Source: an optimization exercise on an open RTL-to-GDS flow (aim: small area). Production flows keep margins and buffers that such runs may drop. Where RTL was checked, it was by simulation tests only, not by an equivalence proof against the original. The RTL of runs 1 to 3 was laid out without a check of its function. Power and IR drop assume default switching activity.

==> flow/design.v <==
module fa_imux (input x0, x1, s, sn, output y);    
  assign y = ~((x0 | s) & (x1 | sn));
endmodule
module fa_nand2 (input a, b, output y);
  assign y = ~(a & b);
endmodule
module fa_nor2 (input a, b, output y);
  assign y = ~(a | b);
endmodule
module fa_xor2 (input a, b, output y);
  assign y = a ^ b;
endmodule
module fa_inv (input a, output y);
  assign y = ~a;
endmodule
module fa_andn (input a, b, output y);             
  assign y = a & ~b;
endmodule
module fa_xnor2 (input a, b, output y);
  assign y = ~(a ^ b);
endmodule
module fa_aoi21 (input a1, a2, b, output y);
  assign y = ~((a1 & a2) | b);
endmodule
module fa_oai21 (input a1, a2, b, output y);
  assign y = ~((a1 | a2) & b);
endmodule
module fa_ao21 (input a1, a2, b, output y);
  assign y = (a1 & a2) | b;
endmodule
module fa_aoi22 (input a1, a2, b1, b2, output y);
  assign y = ~((a1 & a2) | (b1 & b2));
endmodule
module fa_aoi222 (input a1, a2, b1, b2, c1, c2, output y);
  assign y = ~((a1 & a2) | (b1 & b2) | (c1 & c2));
endmodule
module fa_aoi221 (input a1, a2, b1, b2, c, output y);
  assign y = ~((a1 & a2) | (b1 & b2) | c);
endmodule
module fa_half (input a, b, output s, c);
  assign s = a ^ b;
  assign c = a & b;
endmodule
module fa_full (input a, b, ci, output s, co);
  assign s = a ^ b ^ ci;
  assign co = (a & b) | (ci & (a ^ b));
endmodule
module fa_exp1 (
  input [10:0] e1, e2,
  input s1, s2,
  output gt, gtn,
  output [4:0] s, sn,        
  output sela, selb,         
  output sl, sub
);
  genvar i;
  wire [10:0] g, h;
  generate
    for (i = 0; i < 11; i = i + 1) begin : lf
      fa_andn ug (.a(e1[i]), .b(e2[i]), .y(g[i]));
      fa_xnor2 uh (.a(e1[i]), .b(e2[i]), .y(h[i]));
    end
  endgenerate
  wire gn10, hn10, gn32, hn32, gn54, hn54, gn76, hn76, gn98, hn98;
  fa_aoi21 t0 (.a1(h[1]), .a2(g[0]), .b(g[1]), .y(gn10));
  fa_nand2 t1 (.a(h[1]), .b(h[0]), .y(hn10));
  fa_aoi21 t2 (.a1(h[3]), .a2(g[2]), .b(g[3]), .y(gn32));
  fa_nand2 t3 (.a(h[3]), .b(h[2]), .y(hn32));
  fa_aoi21 t4 (.a1(h[5]), .a2(g[4]), .b(g[5]), .y(gn54));
  fa_nand2 t5 (.a(h[5]), .b(h[4]), .y(hn54));
  fa_aoi21 t6 (.a1(h[7]), .a2(g[6]), .b(g[7]), .y(gn76));
  fa_nand2 t7 (.a(h[7]), .b(h[6]), .y(hn76));
  fa_aoi21 t8 (.a1(h[9]), .a2(g[8]), .b(g[9]), .y(gn98));
  fa_nand2 t9 (.a(h[9]), .b(h[8]), .y(hn98));
  wire g30, h30, g74, h74, gn70, gn90, g90;
  fa_oai21 t10 (.a1(hn32), .a2(gn10), .b(gn32), .y(g30));
  fa_nor2 t11 (.a(hn32), .b(hn10), .y(h30));
  fa_oai21 t12 (.a1(hn76), .a2(gn54), .b(gn76), .y(g74));
  fa_nor2 t13 (.a(hn76), .b(hn54), .y(h74));
  fa_aoi21 t14 (.a1(h74), .a2(g30), .b(g74), .y(gn70));
  fa_oai21 t15 (.a1(hn98), .a2(gn70), .b(gn98), .y(g90));
  fa_ao21 t16 (.a1(h[10]), .a2(g90), .b(g[10]), .y(gt));
  fa_aoi21 t17 (.a1(h[10]), .a2(g90), .b(g[10]), .y(gtn));
  wire [10:0] c;
  assign c[1] = g[0];
  generate
    for (i = 1; i < 10; i = i + 1) begin : rc
      fa_ao21 u (.a1(h[i]), .a2(c[i]), .b(g[i]), .y(c[i + 1]));
    end
  endgenerate
  wire [10:0] dsum;
  assign dsum[0] = h[0];
  generate
    for (i = 1; i < 11; i = i + 1) begin : ds
      fa_xor2 u (.a(h[i]), .b(c[i]), .y(dsum[i]));
    end
    for (i = 0; i < 5; i = i + 1) begin : sel
      fa_xnor2 u (.a(dsum[i]), .b(gt), .y(s[i]));
      fa_inv v (.a(s[i]), .y(sn[i]));
    end
  endgenerate
  fa_exp1s us (.dsum(dsum[10:5]), .gt(gt), .sela(sela), .selb(selb));
  wire sln;
  fa_imux usl (.x0(s2), .x1(s1), .s(gt), .sn(gtn), .y(sln));
  fa_inv usl2 (.a(sln), .y(sl));
  fa_xor2 usb (.a(s1), .b(s2), .y(sub));
endmodule
module fa_exp1s (input [10:5] dsum, input gt, output sela, selb);
  wire d5 = dsum[5] ^ ~gt;
  wire sat = gt ? |dsum[10:6] : ~&dsum[10:6];
  assign sela = ~sat & ~d5;
  assign selb = ~sat & d5;
endmodule
module fa_ctl3 #(parameter NB = 5, parameter [6*8-1:0] LOS = {8'd53, 8'd43, 8'd33, 8'd22, 8'd11, 8'd0}) (
  input [52:0] u,
  input [NB-1:0] bc,
  input sub,
  output [NB-1:0] cin,
  output neg, hi, mid, lo, zero
);
  function integer LO;
    input integer j;
    LO = LOS[j * 8 +: 8];
  endfunction
  wire [NB-1:0] ones;
  wire [NB:0] k, c;
  genvar j;
  generate
    for (j = 0; j < NB; j = j + 1) begin : blk
      assign ones[j] = &u[LO(j + 1) - 1:LO(j)];
      assign k[j + 1] = bc[j] | (ones[j] & k[j]);
      assign c[j + 1] = bc[j] | (ones[j] & c[j]);
      assign cin[j] = c[j];
    end
  endgenerate
  assign k[0] = 1'b0;
  assign c[0] = sub & k[NB];
  assign neg = sub & k[NB];
  wire r53 = ~sub & ~k[NB];
  wire t52 = c[NB - 1] & (&u[51:LO(NB - 1)]);
  wire r52 = ~(u[52] ^ t52 ^ neg);
  assign hi = r53;
  assign mid = ~r53 & r52;
  assign lo = ~r53 & ~r52;
  assign zero = sub & (&ones) & ~(|bc);
endmodule
module fa_exp3 (
  input [10:0] eln,
  input sl, neg, hi, mid, lo, zero,
  output [11:0] o
);
  wire [10:0] el = ~eln;
  wire [10:0] ex = hi ? el + 11'd1 : mid ? el : el - 11'd1;
  assign o = {(sl ^ neg) & ~zero, ex & {11{~zero}}};
endmodule
module floating_point_adder (f_in1, f_in2, f_out, clk);
input [63:0] f_in1, f_in2;
output reg [63:0] f_out;
input clk;
genvar i, j;
localparam NB = 5;
localparam [6*8-1:0] LOS = {8'd53, 8'd43, 8'd33, 8'd22, 8'd11, 8'd0};
function integer LO;
  input integer j;
  LO = LOS[j * 8 +: 8];
endfunction
wire gt, gtn, sela, selb, sl, sub;
wire [4:0] s, sn;
fa_exp1 ux (.e1(f_in1[62:52]), .e2(f_in2[62:52]), .s1(f_in1[63]), .s2(f_in2[63]),
            .gt(gt), .gtn(gtn), .s(s), .sn(sn), .sela(sela), .selb(selb),
            .sl(sl), .sub(sub));
wire [10:0] eln;
generate
  for (i = 0; i < 11; i = i + 1) begin : emux
    fa_imux g (.x0(f_in2[52 + i]), .x1(f_in1[52 + i]), .s(gt), .sn(gtn), .y(eln[i]));
  end
endgenerate
wire [51:0] mln;
generate
  for (i = 0; i < 52; i = i + 1) begin : amux
    fa_imux g (.x0(f_in2[i]), .x1(f_in1[i]), .s(gt), .sn(gtn), .y(mln[i]));
  end
endgenerate
wire [52:0] y0;
assign y0[52] = gt;
fa_nor2 uy51 (.a(gt), .b(f_in1[51]), .y(y0[51]));
generate
  for (i = 0; i < 51; i = i + 1) begin : ymux
    fa_imux g (.x0(f_in1[i]), .x1(f_in2[i + 1]), .s(gt), .sn(gtn), .y(y0[i]));
  end
endgenerate
wire [52:0] y1, y2, y3, y4, y5;
generate
  for (i = 0; i < 53; i = i + 1) begin : shl
    if (i + 1 < 53) begin : a0
      fa_imux g (.x0(y0[i]), .x1(y0[i + 1]), .s(s[0]), .sn(sn[0]), .y(y1[i]));
    end else begin : b0
      fa_nor2 g (.a(s[0]), .b(y0[i]), .y(y1[i]));
    end
    if (i + 2 < 53) begin : a1
      fa_imux g (.x0(y1[i]), .x1(y1[i + 2]), .s(s[1]), .sn(sn[1]), .y(y2[i]));
    end else begin : b1
      fa_nand2 g (.a(sn[1]), .b(y1[i]), .y(y2[i]));
    end
    if (i + 4 < 53) begin : a2
      fa_imux g (.x0(y2[i]), .x1(y2[i + 4]), .s(s[2]), .sn(sn[2]), .y(y3[i]));
    end else begin : b2
      fa_nor2 g (.a(s[2]), .b(y2[i]), .y(y3[i]));
    end
    if (i + 8 < 53) begin : a3
      fa_imux g (.x0(y3[i]), .x1(y3[i + 8]), .s(s[3]), .sn(sn[3]), .y(y4[i]));
    end else begin : b3
      fa_nand2 g (.a(sn[3]), .b(y3[i]), .y(y4[i]));
    end
    if (i + 16 < 53) begin : a4
      fa_imux g (.x0(y4[i]), .x1(y4[i + 16]), .s(s[4]), .sn(sn[4]), .y(y5[i]));
    end else begin : b4
      fa_nor2 g (.a(s[4]), .b(y4[i]), .y(y5[i]));
    end
  end
endgenerate
wire [52:0] bsn;
generate
  for (i = 0; i < 53; i = i + 1) begin : sh5
    if (i + 32 < 53) begin : a
      fa_aoi22 g (.a1(y5[i]), .a2(sela), .b1(y5[i + 32]), .b2(selb), .y(bsn[i]));
    end else begin : b
      fa_nand2 g (.a(y5[i]), .b(sela), .y(bsn[i]));
    end
  end
endgenerate
reg [51:0] s1_mln;
reg [52:0] s1_bsn;
reg [10:0] s1_eln;
reg s1_sl, s1_sub;
always @(posedge clk) begin
  s1_mln <= mln;
  s1_bsn <= bsn;
  s1_eln <= eln;
  s1_sl <= sl;
  s1_sub <= sub;
end
wire [52:0] b;
generate
  for (i = 0; i < 53; i = i + 1) begin : bx
    fa_xor2 g (.a(s1_bsn[i]), .b(s1_sub), .y(b[i]));
  end
endgenerate
wire [52:0] a = {1'b0, s1_mln};
wire addc = ~s1_sub;
wire [52:0] u;
wire [53:0] cy;
wire [NB-1:0] bc;
generate
  for (j = 0; j < NB; j = j + 1) begin : blk
    for (i = LO(j); i < LO(j + 1); i = i + 1) begin : ad
      if (i == 0) begin : c
        fa_full g (.a(a[i]), .b(b[i]), .ci(addc), .s(u[i]), .co(cy[i + 1]));
      end else if (i == LO(j)) begin : h
        fa_half g (.a(a[i]), .b(b[i]), .s(u[i]), .c(cy[i + 1]));
      end else if (i == 52) begin : t       
        fa_half g (.a(b[i]), .b(cy[i]), .s(u[i]), .c(cy[i + 1]));
      end else begin : f
        fa_full g (.a(a[i]), .b(b[i]), .ci(cy[i]), .s(u[i]), .co(cy[i + 1]));
      end
    end
    assign bc[j] = cy[LO(j + 1)];
  end
endgenerate
reg [52:0] s2_u;
reg [NB-1:0] s2_bc;
reg [10:0] s2_eln;
reg s2_sl, s2_sub;
always @(posedge clk) begin
  s2_u <= u;
  s2_bc <= bc;
  s2_eln <= s1_eln;
  s2_sl <= s1_sl;
  s2_sub <= s1_sub;
end
wire [NB-1:0] cin;
wire neg, hi, mid, lo, zero;
fa_ctl3 #(.NB(NB), .LOS(LOS)) uc (.u(s2_u), .bc(s2_bc), .sub(s2_sub), .cin(cin),
                                  .neg(neg), .hi(hi), .mid(mid), .lo(lo), .zero(zero));
wire [52:0] sm, rn;
wire [52:0] t;
generate
  for (j = 0; j < NB; j = j + 1) begin : inc
    assign t[LO(j)] = cin[j];
    for (i = LO(j); i < LO(j + 1); i = i + 1) begin : b
      if (i + 1 < LO(j + 1)) begin : h
        fa_half g (.a(s2_u[i]), .b(t[i]), .s(sm[i]), .c(t[i + 1]));
      end else begin : e
        fa_xor2 g (.a(s2_u[i]), .b(t[i]), .y(sm[i]));
      end
      fa_xor2 x (.a(sm[i]), .b(neg), .y(rn[i]));
    end
  end
endgenerate
wire [51:0] mant;
fa_aoi221 um0 (.a1(hi), .a2(rn[1]), .b1(mid), .b2(rn[0]), .c(lo), .y(mant[0]));
generate
  for (i = 1; i < 52; i = i + 1) begin : nrm
    fa_aoi222 g (.a1(hi), .a2(rn[i + 1]), .b1(mid), .b2(rn[i]), .c1(lo), .c2(rn[i - 1]),
                 .y(mant[i]));
  end
endgenerate
wire [11:0] se;
fa_exp3 ue (.eln(s2_eln), .sl(s2_sl), .neg(neg), .hi(hi), .mid(mid), .lo(lo), .zero(zero), .o(se));
always @(posedge clk)
  f_out <= {se, mant};
endmodule
==> flow/flow/run.sh <==
#!/bin/bash
# The standard layout (standard.sh), with these changes to how it is made:
#  - every port still gets its own buffer, a small one (buf_1);
#  - optional extra make settings in flow/extra.args (one per line) are passed to make.
set -euo pipefail
cp -r "$FLOW_HOME/scripts" ./scripts_own
cp flow/abc_area.script scripts_own/abc_area.script
extra=()
if [[ -f flow/extra.args ]]; then
  while IFS= read -r line; do [[ -n "$line" ]] && extra+=("$line"); done < flow/extra.args
fi
bash standard.sh SCRIPTS_DIR="$PWD/scripts_own" \
  BUFFER_PORTS_ARGS="-buffer_cell sky130_fd_sc_hd__buf_1" "${extra[@]}" finish \
  > make_finish.log 2>&1
test -s out/final.def
==> flow/flow/abc_area.script <==
strash
dc2
dch
amap
topo
stime -c
==> flow/flow/extra.args <==
CTS_ARGS=-sink_clustering_enable -repair_clock_nets -dont_use_dummy_load -buf_list sky130_fd_sc_hd__clkbuf_4 -sink_clustering_size 12 -sink_clustering_max_diameter 38
DONT_USE_CELLS=sky130_fd_sc_hd__probe_p_8 sky130_fd_sc_hd__probec_p_8 sky130_fd_sc_hd__lpflow_bleeder_1 sky130_fd_sc_hd__lpflow_clkbufkapwr_1 sky130_fd_sc_hd__lpflow_clkbufkapwr_16 sky130_fd_sc_hd__lpflow_clkbufkapwr_2 sky130_fd_sc_hd__lpflow_clkbufkapwr_4 sky130_fd_sc_hd__lpflow_clkbufkapwr_8 sky130_fd_sc_hd__lpflow_clkinvkapwr_1 sky130_fd_sc_hd__lpflow_clkinvkapwr_16 sky130_fd_sc_hd__lpflow_clkinvkapwr_2 sky130_fd_sc_hd__lpflow_clkinvkapwr_4 sky130_fd_sc_hd__lpflow_clkinvkapwr_8 sky130_fd_sc_hd__lpflow_decapkapwr_12 sky130_fd_sc_hd__lpflow_decapkapwr_3 sky130_fd_sc_hd__lpflow_decapkapwr_4 sky130_fd_sc_hd__lpflow_decapkapwr_6 sky130_fd_sc_hd__lpflow_decapkapwr_8 sky130_fd_sc_hd__lpflow_inputiso0n_1 sky130_fd_sc_hd__lpflow_inputiso0p_1 sky130_fd_sc_hd__lpflow_inputiso1n_1 sky130_fd_sc_hd__lpflow_inputiso1p_1 sky130_fd_sc_hd__lpflow_inputisolatch_1 sky130_fd_sc_hd__lpflow_isobufsrc_1 sky130_fd_sc_hd__lpflow_isobufsrc_16 sky130_fd_sc_hd__lpflow_isobufsrc_2 sky130_fd_sc_hd__lpflow_isobufsrc_4 sky130_fd_sc_hd__lpflow_isobufsrc_8 sky130_fd_sc_hd__lpflow_isobufsrckapwr_16 sky130_fd_sc_hd__lpflow_lsbuf_lh_hl_isowell_tap_1 sky130_fd_sc_hd__lpflow_lsbuf_lh_hl_isowell_tap_2 sky130_fd_sc_hd__lpflow_lsbuf_lh_hl_isowell_tap_4 sky130_fd_sc_hd__lpflow_lsbuf_lh_isowell_4 sky130_fd_sc_hd__lpflow_lsbuf_lh_isowell_tap_1 sky130_fd_sc_hd__lpflow_lsbuf_lh_isowell_tap_2 sky130_fd_sc_hd__lpflow_lsbuf_lh_isowell_tap_4 sky130_fd_sc_hd__buf_6 sky130_fd_sc_hd__buf_8 sky130_fd_sc_hd__buf_12 sky130_fd_sc_hd__buf_16 sky130_fd_sc_hd__bufbuf_8 sky130_fd_sc_hd__bufbuf_16 sky130_fd_sc_hd__bufinv_8 sky130_fd_sc_hd__bufinv_16 sky130_fd_sc_hd__clkbuf_16 sky130_fd_sc_hd__inv_6 sky130_fd_sc_hd__inv_8 sky130_fd_sc_hd__inv_12 sky130_fd_sc_hd__inv_16 sky130_fd_sc_hd__clkinv_8 sky130_fd_sc_hd__clkinv_16
==> flow/standard.sh <==
#!/bin/bash
# synth_recipe.tcl (not shown) runs the flow's synth.tcl, then flattens the netlist and writes it again
# the make line also repeats each setting of config.mk as NAME=value (left out here)
make -C /OpenROAD-flow-scripts/flow DESIGN_CONFIG=/design/flow/config.mk WORK_HOME=/design/flow/orfs CLKGATE_MAP_FILE= SYNTH_SCRIPT=/design/flow/synth_recipe.tcl "${@:-finish}"
==> flow/config.mk <==
export PLATFORM = sky130hd
export DESIGN_NAME = floating_point_adder
export DESIGN_NICKNAME = floating_point_adder
export VERILOG_FILES = /design/flow/design.v
export SDC_FILE = /design/flow/constraint.sdc
export NUM_CORES = 4
export LEC_CHECK = 0
export ABC_AREA = 1
export CAP_MARGIN = 0
export CORE_MARGIN = 2
export CORE_UTILIZATION = 50
export GPL_TIMING_DRIVEN = 0
export SLEW_MARGIN = 0
export SYNTH_HIERARCHICAL = 1
==> flow/constraint.sdc <==
create_clock -name core_clock -period 6.0 [get_ports {clk}]
set_input_delay 1.2000 -clock core_clock [delete_from_list [all_inputs] [get_ports {clk}]]
set_output_delay 1.2000 -clock core_clock [all_outputs]
set_load 0.01 [all_outputs]
==> results of run 1 <==
-- flip-flops by register name (all words and copies together), names as in the netlist --
name / count
f_out: 64
s1_bsn: 53
s1_eln: 11
s1_mln: 52
s1_sl: 1
s1_sub: 1
s2_bc: 5
s2_eln: 11
s2_sl: 1
s2_sub: 1
s2_u: 53
-- what timing repair did --
action	in CTS	in global routing
pin swaps	0	1
setup endpoints to repair	49	49
resized for setup	2	3
gates cloned	1	2
-- layer usage --
layer	routed length [um]	share of wire (%)	vias up	GRT usage, %
li1	-	-	5712	-
met1	15900	44	5265	39.5
met2	16600	45	508	45.4
met3	2970	8.1	82	5.39
met4	1110	3.0	0	8.75
met5	0	0	-	0
-- layout by cell type (no fill, tap or decap), types with 2 or more instances in the layout --
master    count
dfxtp_2       7
o21ai_4       5
o22ai_1     350
a211oi_1      8
or2_0         4
a22oi_1      21
dfxtp_1     245
a21oi_1     135
clkinv_1     26
inv_4         2
fa_1         48
o21ai_1       2
nand2_1      71
a21o_1        9
or4_1         3
diode_2       4
a21o_2        2
or3_1         2
buf_4        15
ha_1         55
buf_1       192
clkbuf_4     38
nor3_1        9
nand4_1       9
nor2_1      174
nand3_1       7
clkinv_2      2
nor2_4        3
nor2b_4       2
o21ai_0      19
a31oi_1       4
nor2b_1      11
a222oi_1     51
-- per-module statistics from Yosys, one instance, submodules excluded, a selection --
| module | copies in the design | cells | flops+latches | cell area [um2] |
|---|---|---|---|---|
| fa_aoi222 | 51 | 1 | 0 | 10.0 |
| fa_xor2 | 122 | 2 | 0 | 8.76 |
| fa_exp1s | 1 | 11 | 0 | 51.3 |
| fa_andn | 11 | 1 | 0 | 6.26 |
| fa_half | 53 | 1 | 0 | 12.5 |
| fa_imux | 349 | 1 | 0 | 6.26 |
| fa_xnor2 | 16 | 2 | 0 | 8.76 |
| fa_ao21 | 10 | 1 | 0 | 7.51 |
| fa_nand2 | 46 | 1 | 0 | 3.75 |
| fa_exp3 | 1 | 69 | 0 | 359 |
| fa_aoi221 | 1 | 1 | 0 | 8.76 |
| floating_point_adder | 1 | 254 | 253 | 5070 |
| fa_aoi22 | 21 | 1 | 0 | 7.51 |
| fa_nor2 | 23 | 1 | 0 | 3.75 |
| fa_full | 48 | 1 | 0 | 20.0 |
-- path summary, 6_finish.rpt --
kind	slack, ps	start	to
min	320	s1_sl	s2_sl
max	270	s1_sub	s2_u[32]
max reg2reg	270	s1_sub	s2_u[32]
min reg2reg	320	s1_sl	s2_sl
-- cell usage after synthesis, drive strengths merged --
| cell type | n |
|---|---|
| a211oi | 8 |
| nor4 | 1 |
| o31ai | 1 |
| nand2 | 71 |
| buf | 1 |
| nand3 | 7 |
| or4b | 1 |
| nand4 | 9 |
| fa | 48 |
| o22ai | 351 |
| or2 | 4 |
| a31oi | 4 |
| or3 | 2 |
| nor2 | 177 |
| a221oi | 1 |
| nand3b | 1 |
| or4 | 3 |
| nor2b | 14 |
| a222oi | 51 |
| clkinv | 30 |
| a21o | 10 |
| a22oi | 21 |
| o32ai | 1 |
| nand4b | 1 |
| dfxtp | 253 |
| nor3 | 9 |
| ha | 55 |
| a21oi | 136 |
| o41ai | 1 |
| o21ai | 26 |
-- area by class of cell --
type	count	area (um2)
Sequential cell	253	5080
Buffer	1	7.51
Antenna cell	4	10.0
Timing Repair Buffer	206	826
Inverter	30	120
Multi-Input combinational cell	1017	6910
Fill cell	2208	9840
Tap cell	319	399
Clock buffer	38	285
-- worst reg2reg max path: cells and delay by family, from the launching register on --
kind | cells | cell delay, ps
compound gates | 1 | 190
fa+ha+maj | 11 | 4200
buf+inv | 1 | 640
flops | 1 | 560
-- power groups by stage --
stage	Sequential [W]	Clock (W)	Combinational (W)
after detailed placement	0.00234	0	0.00204
final	0.00231	0.000825	0.00211
after floorplan	0.00239	0	0.00129
after global placement	0.00235	0	0.00201
after CTS	0.00230	0.000847	0.00206
after global routing	0.00236	0.000923	0.00235
-- stage by stage --
| step | util (%) | TNS, ps |
|---|---|---|
| floorplan | - | -1240 |
| global placement | 55.9 | -222130 |
| detailed placement | 56.7 | -50870 |
| CTS | 58.0 | 0 |
| global route | 58.1 | 0 |
| finish | 58.1 | 0 |
-- logic make-up after synthesis --
kind of cell / Yosys count / share of synthesized area [%]
flip-flops: 253 / 42.4
AND/OR/NAND/NOR: 300 / 10.4
buffers and inverters: 31 / 1.01
adder cells (fa/ha/maj): 103 / 13.8
AO/OA/AOI/OAI: 611 / 32.4
==> flow_summary.toml, run 1 <==
[outcome]
status = "finished clean"

[finish]
nets = 1779
layoutNonFillerInstCount = 1868
finish.instance_area_um2 = 13600
drive_gt1_share_pct = 5.31
area_delta_synth_final_pct = 14.1

[power]
ir_drop_uv = 167
power.leakage_nw = 5.00
p_total_w = 0.00524
switching_share_pct = 39.9
pwr-share-clk_pct = 15.7
switchingPower_w = 0.00209
combPwrFrac_pct = 40.3
power.density_nw_per_um2 = 385
p_int_w = 0.00315
pwr-share-seq_pct = 44.0

[worst_setup_path]
path_class = "flip-flop to flip-flop"
worstPathMaxFanout = 79
critPathArrivalTime_ps = 6240
reg2reg_depth = 13
max_stage_delay_ps = 630
critPathLaunchType = "flip-flop"
crit_top_cell = "fa_1"
required_ps = 6510
cp_slowest_cell = "buf_4"
critical_path_depth = 13
endpoint_kind = "flip-flop"
crit_family = "adder cells"
crit_chain = "buf_4, a21oi_1, ha_1, fa_1, fa_1, fa_1, fa_1, fa_1, fa_1, fa_1, fa_1, fa_1, fa_1"
critPathBufInv = 1

[grt]
first_global_vias = 10400
grt_pass1_wl_um = 55300
grt_max_degree = 80
grt_overflow = 0
globalRouteTotalUtil_pct = 28.5
grt_antenna_before_repair = 4

[yosys]
syn_avg_cell_area_um2 = 9.21
yosysSeqAreaShare_pct = 42.4
ys_top_cells_by_area = "dfxtp_1 42%, o22ai_1 18%, fa_1 8.0%, ha_1 5.8%, a21oi_1 5.7%"
ys_types = 30
ys_seq_elements = 253
synth.largest_area_cell = "dfxtp_1"
syn_nets = 1530
synthCells = 1298
ys_warn_count = 7
syn_area_um2 = 12000
synth_top_area_share_pct = 42.4

[die]
io_pins = 193
coreArea_um2 = 23500
die_w_um = 159
start_util_pct = 50.9
num_rows = 56
die-area_um2 = 25200
fp.dieH_um = 159

[routing]
drc = 0
wl_per_cell_um = 19.6
num_vias = 11600
drtPass1Iterations = 9
antenna_left = 0
first_iter_violations = 1441
wl_um = 36600
via_per_inst = 6.19

[sta]
rsz0062_at_grt = "no"
post-route-period-util_pct = 95.4
worstMarginPinSlew_ps = 1340
maxSlewHeadroom_pct = 10.7
whs_ps = 324
finalSetupViolCount = 0
drv_slew = 0
period_minus_slack_ps = 5730
max_freq_mhz = 175
layout_setup_ws_ps = 274
hold_viol = 0
finClkSkew_ps = 66.8

[clocking]
cts.htree.levels = 2
cts_made_buffers = 38
clk_pin_slew_ps = 110
cts.sinks = 253
clock_path_buffers = 3
root_buffer = "clkbuf_4"
cts_hold_buffers = 0
post_cts_buffers = 0
cts_tree = "done"
clkLatencyLatePin_ps = 660

[hold_path]
min_path_cells = 0
hp-class = "flip-flop to flip-flop"

[placement]
gp_congestion = 0.991
hpwlAfterDp_um = 27000
io_buffers = 192
preCtsSetupSlack_ps = -1230
placed_area_um2 = 13300
placed_cells = 1823

[flow_run]
maxCapViolCount = 0
==> run 2, diff against run 1 <==
--- a/flow/design.v
+++ b/flow/design.v
@@ -28,6 +28,21 @@
 module fa_ao21 (input a1, a2, b, output y);
   assign y = (a1 & a2) | b;
 endmodule
+module fa_and2 (input a, b, output y);
+  assign y = a & b;
+endmodule
+module fa_nand3 (input a, b, c, output y);
+  assign y = ~(a & b & c);
+endmodule
+module fa_nand4 (input a, b, c, d, output y);
+  assign y = ~(a & b & c & d);
+endmodule
+module fa_nor3 (input a, b, c, output y);
+  assign y = ~(a | b | c);
+endmodule
+module fa_nor4 (input a, b, c, d, output y);
+  assign y = ~(a | b | c | d);
+endmodule
 module fa_aoi22 (input a1, a2, b1, b2, output y);
   assign y = ~((a1 & a2) | (b1 & b2));
 endmodule
@@ -111,38 +126,66 @@
   assign sela = ~sat & ~d5;
   assign selb = ~sat & d5;
 endmodule
-module fa_ctl3 #(parameter NB = 5, parameter [6*8-1:0] LOS = {8'd53, 8'd43, 8'd33, 8'd22, 8'd11, 8'd0}) (
+module fa_ctl3 (
   input [52:0] u,
-  input [NB-1:0] bc,
+  input [4:0] bc,
   input sub,
-  output [NB-1:0] cin,
+  output [4:0] cin,
   output neg, hi, mid, lo, zero
 );
-  function integer LO;
-    input integer j;
-    LO = LOS[j * 8 +: 8];
-  endfunction
-  wire [NB-1:0] ones;
-  wire [NB:0] k, c;
-  genvar j;
-  generate
-    for (j = 0; j < NB; j = j + 1) begin : blk
-      assign ones[j] = &u[LO(j + 1) - 1:LO(j)];
-      assign k[j + 1] = bc[j] | (ones[j] & k[j]);
-      assign c[j + 1] = bc[j] | (ones[j] & c[j]);
-      assign cin[j] = c[j];
-    end
-  endgenerate
-  assign k[0] = 1'b0;
-  assign c[0] = sub & k[NB];
-  assign neg = sub & k[NB];
-  wire r53 = ~sub & ~k[NB];
-  wire t52 = c[NB - 1] & (&u[51:LO(NB - 1)]);
-  wire r52 = ~(u[52] ^ t52 ^ neg);
+  wire [4:0] ones;
+  wire [13:0] n;
+  fa_nand4 a0 (.a(u[0]), .b(u[1]), .c(u[2]), .d(u[3]), .y(n[0]));
+  fa_nand4 a1 (.a(u[4]), .b(u[5]), .c(u[6]), .d(u[7]), .y(n[1]));
+  fa_nand3 a2 (.a(u[8]), .b(u[9]), .c(u[10]), .y(n[2]));
+  fa_nor3 o0 (.a(n[0]), .b(n[1]), .c(n[2]), .y(ones[0]));
+  fa_nand4 a3 (.a(u[11]), .b(u[12]), .c(u[13]), .d(u[14]), .y(n[3]));
+  fa_nand4 a4 (.a(u[15]), .b(u[16]), .c(u[17]), .d(u[18]), .y(n[4]));
+  fa_nand3 a5 (.a(u[19]), .b(u[20]), .c(u[21]), .y(n[5]));
+  fa_nor3 o1 (.a(n[3]), .b(n[4]), .c(n[5]), .y(ones[1]));
+  fa_nand4 a6 (.a(u[22]), .b(u[23]), .c(u[24]), .d(u[25]), .y(n[6]));
+  fa_nand4 a7 (.a(u[26]), .b(u[27]), .c(u[28]), .d(u[29]), .y(n[7]));
+  fa_nand3 a8 (.a(u[30]), .b(u[31]), .c(u[32]), .y(n[8]));
+  fa_nor3 o2 (.a(n[6]), .b(n[7]), .c(n[8]), .y(ones[2]));
+  fa_nand4 a9 (.a(u[33]), .b(u[34]), .c(u[35]), .d(u[36]), .y(n[9]));
+  fa_nand3 a10 (.a(u[37]), .b(u[38]), .c(u[39]), .y(n[10]));
+  fa_nand3 a11 (.a(u[40]), .b(u[41]), .c(u[42]), .y(n[11]));
+  fa_nor3 o3 (.a(n[9]), .b(n[10]), .c(n[11]), .y(ones[3]));
+  fa_nand4 a12 (.a(u[43]), .b(u[44]), .c(u[45]), .d(u[46]), .y(n[12]));
+  fa_nand4 a13 (.a(u[47]), .b(u[48]), .c(u[49]), .d(u[50]), .y(n[13]));
+  wire n5152, n51c;
+  fa_nand2 a14 (.a(u[51]), .b(u[52]), .y(n5152));
+  fa_nor3 o4 (.a(n[12]), .b(n[13]), .c(n5152), .y(ones[4]));
+  wire [5:1] k;
+  wire [4:0] c;
+  assign k[1] = bc[0];
+  fa_ao21 k2 (.a1(ones[1]), .a2(k[1]), .b(bc[1]), .y(k[2]));
+  fa_ao21 k3 (.a1(ones[2]), .a2(k[2]), .b(bc[2]), .y(k[3]));
+  fa_ao21 k4 (.a1(ones[3]), .a2(k[3]), .b(bc[3]), .y(k[4]));
+  fa_ao21 k5 (.a1(ones[4]), .a2(k[4]), .b(bc[4]), .y(k[5]));
+  fa_and2 c0 (.a(sub), .b(k[5]), .y(c[0]));
+  fa_ao21 c1 (.a1(ones[0]), .a2(c[0]), .b(bc[0]), .y(c[1]));
+  fa_ao21 c2 (.a1(ones[1]), .a2(c[1]), .b(bc[1]), .y(c[2]));
+  fa_ao21 c3 (.a1(ones[2]), .a2(c[2]), .b(bc[2]), .y(c[3]));
+  fa_ao21 c4 (.a1(ones[3]), .a2(c[3]), .b(bc[3]), .y(c[4]));
+  assign cin = c;
+  assign neg = c[0];
+  wire r53, t52, x52, r52n, r52;
+  fa_nor2 h0 (.a(sub), .b(k[5]), .y(r53));
+  fa_nand2 t0 (.a(u[51]), .b(c[4]), .y(n51c));
+  fa_nor3 t1 (.a(n[12]), .b(n[13]), .c(n51c), .y(t52));
+  fa_xor2 x0 (.a(u[52]), .b(t52), .y(x52));
+  fa_xor2 x1 (.a(x52), .b(neg), .y(r52n));
+  fa_inv x2 (.a(r52n), .y(r52));
   assign hi = r53;
-  assign mid = ~r53 & r52;
-  assign lo = ~r53 & ~r52;
-  assign zero = sub & (&ones) & ~(|bc);
+  fa_nor2 m0 (.a(r53), .b(r52n), .y(mid));
+  fa_nor2 l0 (.a(r53), .b(r52), .y(lo));
+  wire za, zb, zc, zd;
+  fa_nand3 z0 (.a(ones[0]), .b(ones[1]), .c(ones[2]), .y(za));
+  fa_nand3 z1 (.a(ones[3]), .b(ones[4]), .c(sub), .y(zb));
+  fa_nor4 z2 (.a(za), .b(zb), .c(bc[0]), .d(bc[1]), .y(zc));
+  fa_nor3 z3 (.a(bc[2]), .b(bc[3]), .c(bc[4]), .y(zd));
+  fa_and2 z4 (.a(zc), .b(zd), .y(zero));
 endmodule
 module fa_exp3 (
   input [10:0] eln,
@@ -280,7 +323,7 @@
 end
 wire [NB-1:0] cin;
 wire neg, hi, mid, lo, zero;
-fa_ctl3 #(.NB(NB), .LOS(LOS)) uc (.u(s2_u), .bc(s2_bc), .sub(s2_sub), .cin(cin),
+fa_ctl3 uc (.u(s2_u), .bc(s2_bc), .sub(s2_sub), .cin(cin),
                                   .neg(neg), .hi(hi), .mid(mid), .lo(lo), .zero(zero));
 wire [52:0] sm, rn;
 wire [52:0] t;
==> flow/flow/extra.args (replaced) <==
CTS_ARGS=-sink_clustering_enable -repair_clock_nets -dont_use_dummy_load -buf_list sky130_fd_sc_hd__clkbuf_4 -sink_clustering_size 11 -sink_clustering_max_diameter 42
DONT_USE_CELLS=sky130_fd_sc_hd__probe_p_8 sky130_fd_sc_hd__probec_p_8 sky130_fd_sc_hd__lpflow_bleeder_1 sky130_fd_sc_hd__lpflow_clkbufkapwr_1 sky130_fd_sc_hd__lpflow_clkbufkapwr_16 sky130_fd_sc_hd__lpflow_clkbufkapwr_2 sky130_fd_sc_hd__lpflow_clkbufkapwr_4 sky130_fd_sc_hd__lpflow_clkbufkapwr_8 sky130_fd_sc_hd__lpflow_clkinvkapwr_1 sky130_fd_sc_hd__lpflow_clkinvkapwr_16 sky130_fd_sc_hd__lpflow_clkinvkapwr_2 sky130_fd_sc_hd__lpflow_clkinvkapwr_4 sky130_fd_sc_hd__lpflow_clkinvkapwr_8 sky130_fd_sc_hd__lpflow_decapkapwr_12 sky130_fd_sc_hd__lpflow_decapkapwr_3 sky130_fd_sc_hd__lpflow_decapkapwr_4 sky130_fd_sc_hd__lpflow_decapkapwr_6 sky130_fd_sc_hd__lpflow_decapkapwr_8 sky130_fd_sc_hd__lpflow_inputiso0n_1 sky130_fd_sc_hd__lpflow_inputiso0p_1 sky130_fd_sc_hd__lpflow_inputiso1n_1 sky130_fd_sc_hd__lpflow_inputiso1p_1 sky130_fd_sc_hd__lpflow_inputisolatch_1 sky130_fd_sc_hd__lpflow_isobufsrc_1 sky130_fd_sc_hd__lpflow_isobufsrc_16 sky130_fd_sc_hd__lpflow_isobufsrc_2 sky130_fd_sc_hd__lpflow_isobufsrc_4 sky130_fd_sc_hd__lpflow_isobufsrc_8 sky130_fd_sc_hd__lpflow_isobufsrckapwr_16 sky130_fd_sc_hd__lpflow_lsbuf_lh_hl_isowell_tap_1 sky130_fd_sc_hd__lpflow_lsbuf_lh_hl_isowell_tap_2 sky130_fd_sc_hd__lpflow_lsbuf_lh_hl_isowell_tap_4 sky130_fd_sc_hd__lpflow_lsbuf_lh_isowell_4 sky130_fd_sc_hd__lpflow_lsbuf_lh_isowell_tap_1 sky130_fd_sc_hd__lpflow_lsbuf_lh_isowell_tap_2 sky130_fd_sc_hd__lpflow_lsbuf_lh_isowell_tap_4 sky130_fd_sc_hd__buf_6 sky130_fd_sc_hd__buf_8 sky130_fd_sc_hd__buf_12 sky130_fd_sc_hd__buf_16 sky130_fd_sc_hd__bufbuf_8 sky130_fd_sc_hd__bufbuf_16 sky130_fd_sc_hd__bufinv_8 sky130_fd_sc_hd__bufinv_16 sky130_fd_sc_hd__clkbuf_16 sky130_fd_sc_hd__inv_6 sky130_fd_sc_hd__inv_8 sky130_fd_sc_hd__inv_12 sky130_fd_sc_hd__inv_16 sky130_fd_sc_hd__clkinv_8 sky130_fd_sc_hd__clkinv_16
==> flow_summary.toml, run 2 <==
[sta]
post-route-period-util_pct = 94.8
worstMarginPinSlew_ps = 1360
rsz0062_at_grt = "no"
maxSlewHeadroom_pct = 8.70
finalSetupViolCount = 0
whs_ps = 295
period_minus_slack_ps = 5690
max_freq_mhz = 176
finClkSkew_ps = 107
drv_slew = 0
hold_viol = 0

[placement]
placed_area_um2 = 13200
gp_congestion = 0.929
io_buffers = 192
hpwlAfterDp_um = 26600

[power]
p_total_w = 0.00522
pwr-share-clk_pct = 15.4
ir_drop_uv = 209
p_int_w = 0.00313
pwr-share-seq_pct = 43.6
switching_share_pct = 40.1
power.leakage_nw = 5.01
switchingPower_w = 0.00209
combPwrFrac_pct = 41.0
power.density_nw_per_um2 = 384

[routing]
num_vias = 11600
wl_per_cell_um = 20.1
drc = 0
via_per_inst = 6.28
first_iter_violations = 1367
antenna_left = 0
drtPass1Iterations = 9
wl_um = 37300

[finish]
largest_reg_flops = 64
nets = 1763
drive_gt1_share_pct = 4.84
layout_common_cells = "349 x o22ai_1, 252 x dfxtp_1, 192 x buf_1"
top_register = "f_out"
final_common_cell = "o22ai_1"
finish.instance_area_um2 = 13600
fillers = 2229
area_delta_synth_final_pct = 14.1
reg_top3 = "f_out: 64 flops, s1_bsn: 53 flops, s2_u: 53 flops"
utilization_pct = 58.0

[clocking]
root_buffer = "clkbuf_4"
clock_path_buffers = 3
cts_hold_buffers = 0
cts.sinks = 253
clk_pin_slew_ps = 110
cts_made_buffers = 36
clkLatencyLatePin_ps = 650
cts_tree = "done"
cts.htree.levels = 2

[die]
start_util_pct = 50.9
num_rows = 56
coreArea_um2 = 23400
die-area_um2 = 25100
die_w_um = 158
io_pins = 193
fp.dieH_um = 158

[grt]
first_global_vias = 10300
grt_max_degree = 113
globalRouteTotalUtil_pct = 28.8
grt_antenna_before_repair = 2
grt_overflow = 0
grt_pass1_wl_um = 55900

[yosys]
ys_types = 27
synth.largest_area_cell = "dfxtp_1"
syn_nets = 1516
synthCells = 1284
yosysMostFrequentCell = "o22ai_1"
yosys-top-cells-count = "349 x o22ai_1, 253 x dfxtp_1, 164 x nor2_1"
async_flop_share_pct = 0
syn_area_um2 = 11900
synth_edf_count = 0
ys_top_cells_by_area = "dfxtp_1 43%, o22ai_1 18%, fa_1 8.1%, ha_1 5.8%, a21oi_1 5.7%"
yosysSeqAreaShare_pct = 42.6
ys.flop_type = "dfxtp_1"
synth_top_area_share_pct = 42.6
syn_avg_cell_area_um2 = 9.27
ys_seq_elements = 253
ys_warn_count = 7

[worst_setup_path]
worstPathMaxFanout = 108
path_class = "flip-flop to flip-flop"
critPathLaunchType = "flip-flop"
critPathArrivalTime_ps = 6200
reg2reg_depth = 13
reg2reg_to = "s2_bc[0]"
endpoint_kind = "flip-flop"
r2r_start = "s1_sub"
r2r_setup_slack_ps = 310
required_ps = 6520

[hold_path]
holdPathEnd = "s2_eln[7]"
hp-class = "flip-flop to flip-flop"
hp-start = "s1_eln[7]"
min_path_cells = 0

[flow_run]
maxCapViolCount = 0

[outcome]
status = "finished clean"
-- run 2: cell types whose count changed in the layout (fill, tap and decap cells not counted), moves of 4 or more --
cell and delta:
nor3_1 +4, clkinv_1 -6, a21o_1 +8, dfxtp_1 +7, dfxtp_2 -7, nor2_1 -14
-- run 2: final cells by class --
class                   instances  area [um2]  share of cell area, %
multi-input cells            1010        6890                   50.8
flip-flops and latches        253        5070                   37.3
repair buffers                205         825                   6.07
well taps                     319         399                   2.94
clock buffers                  36         270                   1.99
inverters                      24         103                  0.756
diodes                          4        10.0                 0.0737
plain buffers                   1        7.51                 0.0553
-- run 2: how the worst max path moves through the flow --
stage                   start  cells past startpoint  slack (ps)         to
floorplan           f_in1[55]                     14           3  s1_bsn[0]
global placement    f_in2[53]                     14       -2590  s1_bsn[0]
detailed placement  f_in2[55]                     15       -1420  s1_bsn[0]
CTS                 f_in2[53]                     13           9  s1_bsn[0]
global route         s2_u[19]                     26           9  f_out[59]
finish                 s1_sub                     13         310   s2_bc[0]
-- run 2: power by group through the flow --
stage	registers, W	clock network (W)	logic [W]
2_1_floorplan	0.00239	0	0.00130
3_3_place_gp	0.00233	0	0.00202
3_5_place_dp	0.00231	0	0.00205
4_1_cts	0.00228	0.000829	0.00208
5_1_grt	0.00233	0.000892	0.00239
6_report	0.00228	0.000801	0.00214
-- run 2: modules after synthesis (local to each module, per instance), excerpt --
module / flip-flops and latches / cell area (um2) / times used
fa_half: 0 / 12.5 / 53
fa_nand4: 0 / 6.26 / 9
fa_nor2: 0 / 3.75 / 26
fa_ctl3: 0 / 7.51 / 1
fa_exp3: 0 / 359 / 1
floating_point_adder: 253 / 5070 / 1
fa_imux: 0 / 6.26 / 349
fa_oai21: 0 / 5.00 / 3
fa_xnor2: 0 / 8.76 / 16
-- run 2: repair_timing --
item	4_1_cts	5_1_grt
setup buffers	0	0
setup endpoints to repair	49	58
resized for setup	3	5
gates cloned	1	3
-- run 2: metal layers --
| layer | global-route usage (%) | vias up | routed length, um |
|---|---|---|---|
| met2 | 42.4 | 533 | 15900 |
| met1 | 43.0 | 5361 | 17100 |
| met5 | 0 | - | 0 |
| li1 | - | 5672 | - |
| met3 | 6.21 | 57 | 3480 |
| met4 | 7.59 | 0 | 718 |
-- run 2: cells by family after synthesis --
logic type | after synthesis | synth area share, %
compound gates | 617 | 32.9
fa+ha+maj | 103 | 13.9
buf+inv | 25 | 0.820
flops | 253 | 42.6
simple gates | 286 | 9.85
-- run 2: metrics by stage --
stage / setup WS [ps] / instances / setup TNS [ps]
floorplan: 3.30 / 1284 / 0
finish: 312 / 1852 / 0
CTS: 9.43 / 1845 / 0
global route: 8.59 / 1851 / 0
global placement: -2590 / 1795 / -227540
detailed placement: -1420 / 1808 / -59910
-- run 2: worst max-delay path: stages, from the launching register on --
cell	delay (ps)
dfxtp_4	350
clkbuf_8	500
a21oi_1	180
fa_1	450
fa_1	390
fa_1	380
fa_1	390
fa_1	430
fa_1	400
fa_1	390
fa_1	380
fa_1	410
fa_1	400
fa_1	460
==> run 3, diff against run 2 <==
==> flow/flow/extra.args (replaced) <==
CTS_ARGS=-sink_clustering_enable -repair_clock_nets -dont_use_dummy_load -buf_list sky130_fd_sc_hd__clkbuf_2 sky130_fd_sc_hd__clkbuf_4 -sink_clustering_size 8 -sink_clustering_max_diameter 35
DONT_USE_CELLS=sky130_fd_sc_hd__probe_p_8 sky130_fd_sc_hd__probec_p_8 sky130_fd_sc_hd__lpflow_bleeder_1 sky130_fd_sc_hd__lpflow_clkbufkapwr_1 sky130_fd_sc_hd__lpflow_clkbufkapwr_16 sky130_fd_sc_hd__lpflow_clkbufkapwr_2 sky130_fd_sc_hd__lpflow_clkbufkapwr_4 sky130_fd_sc_hd__lpflow_clkbufkapwr_8 sky130_fd_sc_hd__lpflow_clkinvkapwr_1 sky130_fd_sc_hd__lpflow_clkinvkapwr_16 sky130_fd_sc_hd__lpflow_clkinvkapwr_2 sky130_fd_sc_hd__lpflow_clkinvkapwr_4 sky130_fd_sc_hd__lpflow_clkinvkapwr_8 sky130_fd_sc_hd__lpflow_decapkapwr_12 sky130_fd_sc_hd__lpflow_decapkapwr_3 sky130_fd_sc_hd__lpflow_decapkapwr_4 sky130_fd_sc_hd__lpflow_decapkapwr_6 sky130_fd_sc_hd__lpflow_decapkapwr_8 sky130_fd_sc_hd__lpflow_inputiso0n_1 sky130_fd_sc_hd__lpflow_inputiso0p_1 sky130_fd_sc_hd__lpflow_inputiso1n_1 sky130_fd_sc_hd__lpflow_inputiso1p_1 sky130_fd_sc_hd__lpflow_inputisolatch_1 sky130_fd_sc_hd__lpflow_isobufsrc_1 sky130_fd_sc_hd__lpflow_isobufsrc_16 sky130_fd_sc_hd__lpflow_isobufsrc_2 sky130_fd_sc_hd__lpflow_isobufsrc_4 sky130_fd_sc_hd__lpflow_isobufsrc_8 sky130_fd_sc_hd__lpflow_isobufsrckapwr_16 sky130_fd_sc_hd__lpflow_lsbuf_lh_hl_isowell_tap_1 sky130_fd_sc_hd__lpflow_lsbuf_lh_hl_isowell_tap_2 sky130_fd_sc_hd__lpflow_lsbuf_lh_hl_isowell_tap_4 sky130_fd_sc_hd__lpflow_lsbuf_lh_isowell_4 sky130_fd_sc_hd__lpflow_lsbuf_lh_isowell_tap_1 sky130_fd_sc_hd__lpflow_lsbuf_lh_isowell_tap_2 sky130_fd_sc_hd__lpflow_lsbuf_lh_isowell_tap_4 sky130_fd_sc_hd__buf_6 sky130_fd_sc_hd__buf_8 sky130_fd_sc_hd__buf_12 sky130_fd_sc_hd__buf_16 sky130_fd_sc_hd__bufbuf_8 sky130_fd_sc_hd__bufbuf_16 sky130_fd_sc_hd__bufinv_8 sky130_fd_sc_hd__bufinv_16 sky130_fd_sc_hd__clkbuf_16 sky130_fd_sc_hd__inv_6 sky130_fd_sc_hd__inv_8 sky130_fd_sc_hd__inv_12 sky130_fd_sc_hd__inv_16 sky130_fd_sc_hd__clkinv_8 sky130_fd_sc_hd__clkinv_16
==> flow_summary.toml, run 3 <==
[outcome]
stop_stage = "4_1_cts"
status = "aborted with a tool error"
first-error = "[ERROR STA-0564] clock_tree_synthesis positional arguments not supported."

[yosys]
async_flop_share_pct = 0
syn_avg_cell_area_um2 = 9.27
ys.flop_type = "dfxtp_1"
synthCells = 1284
synth.largest_area_cell = "dfxtp_1"
ys_top_cells_by_area = "dfxtp_1 43%, o22ai_1 18%, fa_1 8.1%, ha_1 5.8%, a21oi_1 5.7%"
ys_seq_elements = 253
ys_types = 27
yosysSeqAreaShare_pct = 42.6
synth_edf_count = 0
yosys-top-cells-count = "349 x o22ai_1, 253 x dfxtp_1, 164 x nor2_1"
syn_nets = 1516
ys_warn_count = 7
yosysMostFrequentCell = "o22ai_1"
syn_area_um2 = 11900
synth_top_area_share_pct = 42.6

[placement]
placed_cells = 1808
hpwlAfterDp_um = 26600
io_buffers = 192
gp_congestion = 0.929

[die]
num_rows = 56
fp.dieH_um = 158
io_pins = 193
start_util_pct = 50.9
die_w_um = 158
-- run 3: worst min-delay path by stage --
stage              start        end
2_1_floorplan  s1_eln[0]  s2_eln[0]
3_3_place_gp   s1_eln[3]  s2_eln[3]
3_5_place_dp   s1_eln[3]  s2_eln[3]
-- run 3: Yosys stat by module, one instance, submodules excluded, a selection --
module / copies in the design / flops+latches / area (um2) / cells inside
fa_andn: 11 / 0 / 6.26 / 1
fa_aoi22: 21 / 0 / 7.51 / 1
fa_aoi221: 1 / 0 / 8.76 / 1
fa_aoi222: 51 / 0 / 10.0 / 1
fa_nand4: 9 / 0 / 6.26 / 1
fa_xnor2: 16 / 0 / 8.76 / 2
fa_xor2: 124 / 0 / 8.76 / 2
floating_point_adder: 1 / 253 / 5070 / 254
-- run 3: logic make-up after synthesis --
kind of cell / synth area share [%]
buf+inv: 0.820
simple gates: 9.85
compound gates: 32.9
flops: 42.6
fa+ha+maj: 13.9
-- run 3: metrics by stage --
stage	area (um2)	utilization [%]	TNS [ps]	setup WS [ps]
3_5_place_dp	13200	56.5	-59910	-1420
2_1_floorplan	11900	-	0	3.30
3_3_place_gp	13100	55.8	-227540	-2590
-- run 3: power by group through the flow --
| stage | clock network [W] | registers (W) | logic [W] |
|---|---|---|---|
| after floorplan | 0 | 0.00239 | 0.00130 |
| after global placement | 0 | 0.00233 | 0.00202 |
| after detailed placement | 0 | 0.00231 | 0.00205 |
==> run 4, diff against run 3 <==
--- a/flow/design.v
+++ b/flow/design.v
@@ -324,7 +324,7 @@
 wire [NB-1:0] cin;
 wire neg, hi, mid, lo, zero;
 fa_ctl3 uc (.u(s2_u), .bc(s2_bc), .sub(s2_sub), .cin(cin),
-                                  .neg(neg), .hi(hi), .mid(mid), .lo(lo), .zero(zero));
+            .neg(neg), .hi(hi), .mid(mid), .lo(lo), .zero(zero));
 wire [52:0] sm, rn;
 wire [52:0] t;
 generate
--- a/flow/flow/run.sh
+++ b/flow/flow/run.sh
@@ -1,7 +1,11 @@
 #!/bin/bash
 # The standard layout (standard.sh), with these changes to how it is made:
 #  - every port still gets its own buffer, a small one (buf_1);
-#  - optional extra make settings in flow/extra.args (one per line) are passed to make.
+#  - extra make settings in flow/extra.args, one per line, are passed to make:
+#    CTS_ARGS (small clkbuf_4 clusters, no dummy loads) and DONT_USE_CELLS (the
+#    platform's list plus the largest buffers and inverters, so that repair
+#    builds fanout trees from small buffers). The standard flow writes each
+#    tool's log under orfs/logs; make's own output goes to make_finish.log.
 set -euo pipefail
 cp -r "$FLOW_HOME/scripts" ./scripts_own
 cp flow/abc_area.script scripts_own/abc_area.script
==> flow/flow/extra.args (replaced) <==
CTS_ARGS=-sink_clustering_enable -repair_clock_nets -dont_use_dummy_load -buf_list sky130_fd_sc_hd__clkbuf_4 -sink_clustering_size 11 -sink_clustering_max_diameter 42
DONT_USE_CELLS=sky130_fd_sc_hd__probe_p_8 sky130_fd_sc_hd__probec_p_8 sky130_fd_sc_hd__lpflow_bleeder_1 sky130_fd_sc_hd__lpflow_clkbufkapwr_1 sky130_fd_sc_hd__lpflow_clkbufkapwr_16 sky130_fd_sc_hd__lpflow_clkbufkapwr_2 sky130_fd_sc_hd__lpflow_clkbufkapwr_4 sky130_fd_sc_hd__lpflow_clkbufkapwr_8 sky130_fd_sc_hd__lpflow_clkinvkapwr_1 sky130_fd_sc_hd__lpflow_clkinvkapwr_16 sky130_fd_sc_hd__lpflow_clkinvkapwr_2 sky130_fd_sc_hd__lpflow_clkinvkapwr_4 sky130_fd_sc_hd__lpflow_clkinvkapwr_8 sky130_fd_sc_hd__lpflow_decapkapwr_12 sky130_fd_sc_hd__lpflow_decapkapwr_3 sky130_fd_sc_hd__lpflow_decapkapwr_4 sky130_fd_sc_hd__lpflow_decapkapwr_6 sky130_fd_sc_hd__lpflow_decapkapwr_8 sky130_fd_sc_hd__lpflow_inputiso0n_1 sky130_fd_sc_hd__lpflow_inputiso0p_1 sky130_fd_sc_hd__lpflow_inputiso1n_1 sky130_fd_sc_hd__lpflow_inputiso1p_1 sky130_fd_sc_hd__lpflow_inputisolatch_1 sky130_fd_sc_hd__lpflow_isobufsrc_1 sky130_fd_sc_hd__lpflow_isobufsrc_16 sky130_fd_sc_hd__lpflow_isobufsrc_2 sky130_fd_sc_hd__lpflow_isobufsrc_4 sky130_fd_sc_hd__lpflow_isobufsrc_8 sky130_fd_sc_hd__lpflow_isobufsrckapwr_16 sky130_fd_sc_hd__lpflow_lsbuf_lh_hl_isowell_tap_1 sky130_fd_sc_hd__lpflow_lsbuf_lh_hl_isowell_tap_2 sky130_fd_sc_hd__lpflow_lsbuf_lh_hl_isowell_tap_4 sky130_fd_sc_hd__lpflow_lsbuf_lh_isowell_4 sky130_fd_sc_hd__lpflow_lsbuf_lh_isowell_tap_1 sky130_fd_sc_hd__lpflow_lsbuf_lh_isowell_tap_2 sky130_fd_sc_hd__lpflow_lsbuf_lh_isowell_tap_4 sky130_fd_sc_hd__buf_6 sky130_fd_sc_hd__buf_8 sky130_fd_sc_hd__buf_12 sky130_fd_sc_hd__buf_16 sky130_fd_sc_hd__bufbuf_8 sky130_fd_sc_hd__bufbuf_16 sky130_fd_sc_hd__bufinv_8 sky130_fd_sc_hd__bufinv_16 sky130_fd_sc_hd__clkbuf_16 sky130_fd_sc_hd__inv_6 sky130_fd_sc_hd__inv_8 sky130_fd_sc_hd__inv_12 sky130_fd_sc_hd__inv_16 sky130_fd_sc_hd__clkinv_8 sky130_fd_sc_hd__clkinv_16
--- a/flow/config.mk
+++ b/flow/config.mk
@@ -8,7 +8,7 @@
 export ABC_AREA = 1
 export CAP_MARGIN = 0
 export CORE_MARGIN = 2
-export CORE_UTILIZATION = 50
+export CORE_UTILIZATION = 68
 export GPL_TIMING_DRIVEN = 0
 export SLEW_MARGIN = 0
 export SYNTH_HIERARCHICAL = 1
==> flow_summary.toml, run 4 <==
[die]
fp.dieH_um = 136
coreArea_um2 = 17200
die_w_um = 136
die-area_um2 = 18600
start_util_pct = 69.3
io_pins = 193
num_rows = 48

[hold_path]
hp-class = "flip-flop to flip-flop"

[power]
combPwrFrac_pct = 41.6
power.density_nw_per_um2 = 392
pwr-share-seq_pct = 43.9
power.leakage_nw = 4.98
switching_share_pct = 41.0
p_int_w = 0.00310
p_total_w = 0.00525
switchingPower_w = 0.00215
ir_drop_uv = 246
pwr-share-clk_pct = 14.5

[worst_setup_path]
worstPathMaxFanout = 95
max_stage_delay_ps = 510
path_class = "flip-flop to flip-flop"
cp_slowest_cell = "clkbuf_8"
crit_top_cell = "fa_1"
critPathBufInv = 1
crit_chain = "clkbuf_8, a21oi_1, ha_1, fa_1, fa_1, fa_1, fa_1, fa_1, fa_1, fa_1, fa_1, fa_1, fa_1"
critPathLaunchType = "flip-flop"
endpoint_kind = "flip-flop"
crit_family = "adder cells"
critPathArrivalTime_ps = 6200
required_ps = 6560

[yosys]
synth_top_area_share_pct = 42.6
synthCells = 1284
ys_top_cells_by_area = "dfxtp_1 43%, o22ai_1 18%, fa_1 8.1%, ha_1 5.8%, a21oi_1 5.7%"
async_flop_share_pct = 0
syn_area_um2 = 11900
synth.largest_area_cell = "dfxtp_1"
yosys-top-cells-count = "349 x o22ai_1, 253 x dfxtp_1, 164 x nor2_1"
yosysMostFrequentCell = "o22ai_1"
ys_warn_count = 7
yosysSeqAreaShare_pct = 42.6
synth_edf_count = 0
syn_nets = 1516
ys.flop_type = "dfxtp_1"
ys_seq_elements = 253
syn_avg_cell_area_um2 = 9.27
ys_types = 27

[finish]
reg_top3 = "f_out: 64 flops, s1_bsn: 53 flops, s2_u: 53 flops"
top_register = "f_out"
area_delta_synth_final_pct = 12.5
fillers = 1205
nets = 1757
finish.instance_area_um2 = 13400
layoutNonFillerInstCount = 1749
layout_common_cells = "349 x o22ai_1, 252 x dfxtp_1, 192 x buf_1"
largest_reg_flops = 64
drive_gt1_share_pct = 4.40
final_common_cell = "o22ai_1"

[clocking]
post_cts_buffers = 0
clkLatencyLatePin_ps = 740
cts_hold_buffers = 0
clock_path_buffers = 3
cts_tree = "done"
cts_made_buffers = 31
cts.htree.levels = 1
cts.sinks = 253
clk_pin_slew_ps = 110
root_buffer = "clkbuf_4"

[routing]
first_iter_violations = 1990
drtPass1Iterations = 8
antenna_left = 0
via_per_inst = 7.04
num_vias = 12300
wl_um = 37800
wl_per_cell_um = 21.6
drc = 0

[placement]
hpwlAfterDp_um = 26900
io_buffers = 192
gp_congestion = 1.06
placed_area_um2 = 13100
placed_cells = 1713

[grt]
globalRouteTotalUtil_pct = 38.6
grt_overflow = 0
grt_antenna_before_repair = 1
grt_pass1_wl_um = 55700
grt_max_degree = 113
first_global_vias = 10700

[sta]
finClkSkew_ps = 96.3
drv_slew = 0
post-route-period-util_pct = 94.1
max_freq_mhz = 177
rsz0062_at_grt = "no"
worstMarginPinSlew_ps = 1350
hold_viol = 0
maxSlewHeadroom_pct = 10.2
finalSetupViolCount = 0
period_minus_slack_ps = 5640

[flow_run]
maxCapViolCount = 0

[outcome]
status = "finished clean"
-- run 4: per-module statistics from Yosys, one instance, submodules excluded, excerpt --
module                flops+latches  cells inside  cell area, um2
fa_half                           0             1            12.5
fa_exp1s                          0            11            51.3
floating_point_adder            253           254            5070
fa_exp3                           0            69             359
fa_xor2                           0             2            8.76
fa_imux                           0             1            6.26
fa_nand4                          0             1            6.26
fa_aoi222                         0             1            10.0
fa_aoi22                          0             1            7.51
fa_aoi221                         0             1            8.76
fa_ctl3                           0             1            7.51
fa_oai21                          0             1            5.00
fa_andn                           0             1            6.26
fa_nor3                           0             1            5.00
fa_aoi21                          0             1            5.00
-- run 4: kinds of logic after synthesis --
family	count (synthesis)	share of synthesized area, %
compound gates	617	32.9
fa+ha+maj	103	13.9
buf+inv	25	0.820
flops	253	42.6
simple gates	286	9.85
-- run 4: per-stage QoR --
stage               worst slack, ps  TNS [ps]  hold slack, ps  utilization, %
detailed placement            -1260    -51380             312            76.3
CTS                            38.9         0             330            77.7
finish                          355         0             338            78.0
global placement              -2110   -137660             312            75.3
global route                    176         0             327            78.0
floorplan                      3.30         0             310               -
-- run 4: layout make-up --
| cell class | instances | area (um2) | share of cell area [%] |
|---|---|---|---|
| Timing Repair Buffer | 204 | 817 | 6.10 |
| Tap cell | 225 | 282 | 2.10 |
| Antenna cell | 1 | 2.50 | 0.0187 |
| Multi-Input combinational cell | 1010 | 6880 | 51.4 |
| Buffer | 1 | 7.51 | 0.0561 |
| Clock buffer | 31 | 233 | 1.74 |
| Inverter | 24 | 100 | 0.748 |
| Sequential cell | 253 | 5070 | 37.9 |
-- run 4: metal layers --
layer  GRT usage (%)  routed length (um)  vias up
met3            6.26                4180      147
li1                -                   -     5661
met5               0                   0        -
met4            14.0                1590        0
met1            52.1               14700     5605
met2            63.0               17300      892
-- run 4: what timing repair did --
item                                    CTS  global route
gates resized for setup                   2             4
endpoints found under the setup margin   49            62
gates cloned                              1             3
-- run 4: power groups by stage --
stage | clock, W | sequential, W | combinational (W)
global placement | 0 | 0.00233 | 0.00195
CTS | 0.000758 | 0.00230 | 0.00209
floorplan | 0 | 0.00239 | 0.00130
finish | 0.000760 | 0.00230 | 0.00219
detailed placement | 0 | 0.00234 | 0.00207
global route | 0.000815 | 0.00234 | 0.00237
-- run 4: path summary, 6_finish.rpt --
check	from	end	slack (ps)	cells after the start
max reg2reg	s1_sub	s2_u[32]	360	13
max	s1_sub	s2_u[32]	360	13
min reg2reg	s1_eln[4]	s2_eln[4]	340	0
min	s1_eln[4]	s2_eln[4]	340	0
==> run 5, diff against run 4 <==
--- a/flow/config.mk
+++ b/flow/config.mk
@@ -8,7 +8,7 @@
 export ABC_AREA = 1
 export CAP_MARGIN = 0
 export CORE_MARGIN = 2
-export CORE_UTILIZATION = 68
+export CORE_UTILIZATION = 50
 export GPL_TIMING_DRIVEN = 0
 export SLEW_MARGIN = 0
 export SYNTH_HIERARCHICAL = 1
==> flow_summary.toml, run 5 <==
[outcome]
status = "finished clean"

[worst_setup_path]
cp_slowest_cell = "clkbuf_8"
reg2reg_to = "s2_bc[0]"
endpoint_kind = "flip-flop"
reg2reg_depth = 13
crit_family = "adder cells"
max_stage_delay_ps = 500
critPathLaunchType = "flip-flop"
worstPathMaxFanout = 108
required_ps = 6520
critPathBufInv = 1
crit_chain = "clkbuf_8, a21oi_1, fa_1, fa_1, fa_1, fa_1, fa_1, fa_1, fa_1, fa_1, fa_1, fa_1, fa_1"
path_class = "flip-flop to flip-flop"
critPathArrivalTime_ps = 6200
critical_path_depth = 13
r2r_setup_slack_ps = 310
r2r_start = "s1_sub"
crit_top_cell = "fa_1"

[power]
pwr-share-clk_pct = 15.4
ir_drop_uv = 209
power.leakage_nw = 5.01
p_int_w = 0.00313
power.density_nw_per_um2 = 384
combPwrFrac_pct = 41.0
switchingPower_w = 0.00209
pwr-share-seq_pct = 43.6
switching_share_pct = 40.1

[clocking]
clk_pin_slew_ps = 110
clkLatencyLatePin_ps = 650
post_cts_buffers = 0
cts.htree.levels = 2
clock_path_buffers = 3
cts_made_buffers = 36
cts_tree = "done"
cts.sinks = 253
cts_hold_buffers = 0
root_buffer = "clkbuf_4"

[finish]
final_common_cell = "o22ai_1"
layout_common_cells = "349 x o22ai_1, 252 x dfxtp_1, 192 x buf_1"
top_register = "f_out"
seqCellArea_um2 = 5070
area_delta_synth_final_pct = 14.1
drive_gt1_share_pct = 4.84
fillers = 2229
utilization_pct = 58.0
nets = 1763
largest_reg_flops = 64
reg_top3 = "f_out: 64 flops, s1_bsn: 53 flops, s2_u: 53 flops"
multiInputGateArea_um2 = 6890

[grt]
grt_pass1_wl_um = 55900
grt_overflow = 0
grt_max_degree = 113
first_global_vias = 10300
globalRouteTotalUtil_pct = 28.8
grt_antenna_before_repair = 2

[sta]
post-route-period-util_pct = 94.8
max_freq_mhz = 176
fin_setup_tns_ps = 0
worstMarginPinSlew_ps = 1360
finClkSkew_ps = 107
finalSetupViolCount = 0
drv_slew = 0
maxSlewHeadroom_pct = 8.70
rsz0062_at_grt = "no"
hold_viol = 0
period_minus_slack_ps = 5690

[yosys]
ys_top_cells_by_area = "dfxtp_1 43%, o22ai_1 18%, fa_1 8.1%, ha_1 5.8%, a21oi_1 5.7%"
ys.flop_type = "dfxtp_1"
yosysSeqAreaShare_pct = 42.6
synth.largest_area_cell = "dfxtp_1"
ys_warn_count = 7
syn_area_um2 = 11900
yosys-top-cells-count = "349 x o22ai_1, 253 x dfxtp_1, 164 x nor2_1"
syn_nets = 1516
ys_types = 27
ys_seq_elements = 253
syn_avg_cell_area_um2 = 9.27
yosysMostFrequentCell = "o22ai_1"
synth_edf_count = 0
synth_top_area_share_pct = 42.6
synthCells = 1284
async_flop_share_pct = 0

[placement]
hpwlAfterDp_um = 26600
io_buffers = 192
gp_congestion = 0.929

[hold_path]
hp-start = "s1_eln[7]"
hp-class = "flip-flop to flip-flop"
holdPathEnd = "s2_eln[7]"
min_path_cells = 0

[routing]
wl_per_cell_um = 20.1
drtPass1Iterations = 9
num_vias = 11600
drc = 0
wl_um = 37300
via_per_inst = 6.28
antenna_left = 0
first_iter_violations = 1367

[die]
die-area_um2 = 25100
die_w_um = 158
num_rows = 56
start_util_pct = 50.9
coreArea_um2 = 23400
io_pins = 193
fp.dieH_um = 158

[flow_run]
maxCapViolCount = 0
## run 5: metrics by stage
step / instances / worst slack [ps] / area [um2] / power (W) / hold WS (ps)
floorplan: 1284 / 3.30 / 11900 / 0.00368 / 310
global placement: 1795 / -2590 / 13100 / 0.00435 / 313
detailed placement: 1808 / -1420 / 13200 / 0.00437 / 312
CTS: 1845 / 9.43 / 13500 / 0.00519 / 297
global route: 1851 / 8.59 / 13600 / 0.00560 / 293
finish: 1852 / 312 / 13600 / 0.00522 / 295
## run 5: per-layer routing
layer / vias up / global-route usage [%] / wire length [um]
met3: 57 / 6.21 / 3480
met1: 5361 / 43.0 / 17100
li1: 5672 / - / -
met4: 0 / 7.59 / 718
met5: - / 0 / 0
met2: 533 / 42.4 / 15900
## run 5: worst max path at each step
stage	end	from	slack, ps
2_1_floorplan	s1_bsn[0]	f_in1[55]	3
3_3_place_gp	s1_bsn[0]	f_in2[53]	-2590
3_5_place_dp	s1_bsn[0]	f_in2[55]	-1420
4_1_cts	s1_bsn[0]	f_in2[53]	9
5_1_grt	f_out[59]	s2_u[19]	9
6_report	s2_bc[0]	s1_sub	310
## run 5: power groups by stage
stage | Sequential (W) | Combinational, W | Clock (W)
final | 0.00228 | 0.00214 | 0.000801
after global routing | 0.00233 | 0.00239 | 0.000892
after CTS | 0.00228 | 0.00208 | 0.000829
after detailed placement | 0.00231 | 0.00205 | 0
after global placement | 0.00233 | 0.00202 | 0
after floorplan | 0.00239 | 0.00130 | 0
## run 5: worst reg2reg max path: stages (launching register included)
cell and delay, ps:
dfxtp_4 350, clkbuf_8 500, a21oi_1 230, fa_1 450, fa_1 390, fa_1 380, fa_1 390, fa_1 430
fa_1 400, fa_1 390, fa_1 380, fa_1 410, fa_1 400, fa_1 460
## run 5: Yosys stat by module (local to each module, per instance), excerpt
module / cell area, um2 / cells inside
fa_half: 12.5 / 1
fa_nor2: 3.75 / 1
fa_and2: 6.26 / 1
fa_nor4: 6.26 / 1
fa_aoi22: 7.51 / 1
fa_inv: 3.75 / 1
fa_nand2: 3.75 / 1
fa_aoi21: 5.00 / 1
fa_nor3: 5.00 / 1
fa_nand4: 6.26 / 1
## run 5: cell families after synthesis
kind of cell	count (synthesis)	synth area share [%]
AND/OR/NAND/NOR	286	9.85
adder cells (fa/ha/maj)	103	13.9
AO/OA/AOI/OAI	617	32.9
buffers and inverters	25	0.820
flip-flops	253	42.6
## run 5: cell type report
class,count,share of cell area [%]
inverters,24,0.756
repair buffers,205,6.07
flip-flops and latches,253,37.3
clock buffers,36,1.99
multi-input cells,1010,50.8
diodes,4,0.0737
well taps,319,2.94
plain buffers,1,0.0553
## run 5: timing repair
item,in CTS,in global routing
setup endpoints to repair,49,58
cloned,1,3
resized for setup,3,5
pin swaps,0,0

==> re-timing with driven ports <==
The flow's constraints put no driver on any port. The routed layouts listed below were extracted and timed again, unchanged, in two steps. Step 1: set_driving_cell puts a clkbuf_16 on clk and a buf_2 on each other input, an assumption about the parent block. Step 2 also shifts input and output timing later by t, the mid clock arrival at the registers, as if the neighbouring blocks saw the same clock. Slacks: ideal / step 1 / step 2; pairs: ideal / step 1.
| run | t (ns) | setup WS [ns] | worst register clock-pin slew, ns |
|---|---|---|---|
| run 1 | 0.665 | 0.274 / 0.274 / -0.166 | 0.12 / 0.12 |
| run 2 | 0.640 | 0.312 / 0.312 / -0.263 | 0.12 / 0.12 |
| run 4 | 0.725 | 0.355 / 0.355 / -0.314 | 0.12 / 0.12 |
| run 5 | 0.640 | 0.312 / 0.312 / -0.263 | 0.12 / 0.12 |
With both steps, setup timing fails in every run listed, where it was met with ideal ports. For run 4, which loses most, drivers alone change the setup slack by 0.000 ns; drivers and shift together by -0.669 ns.
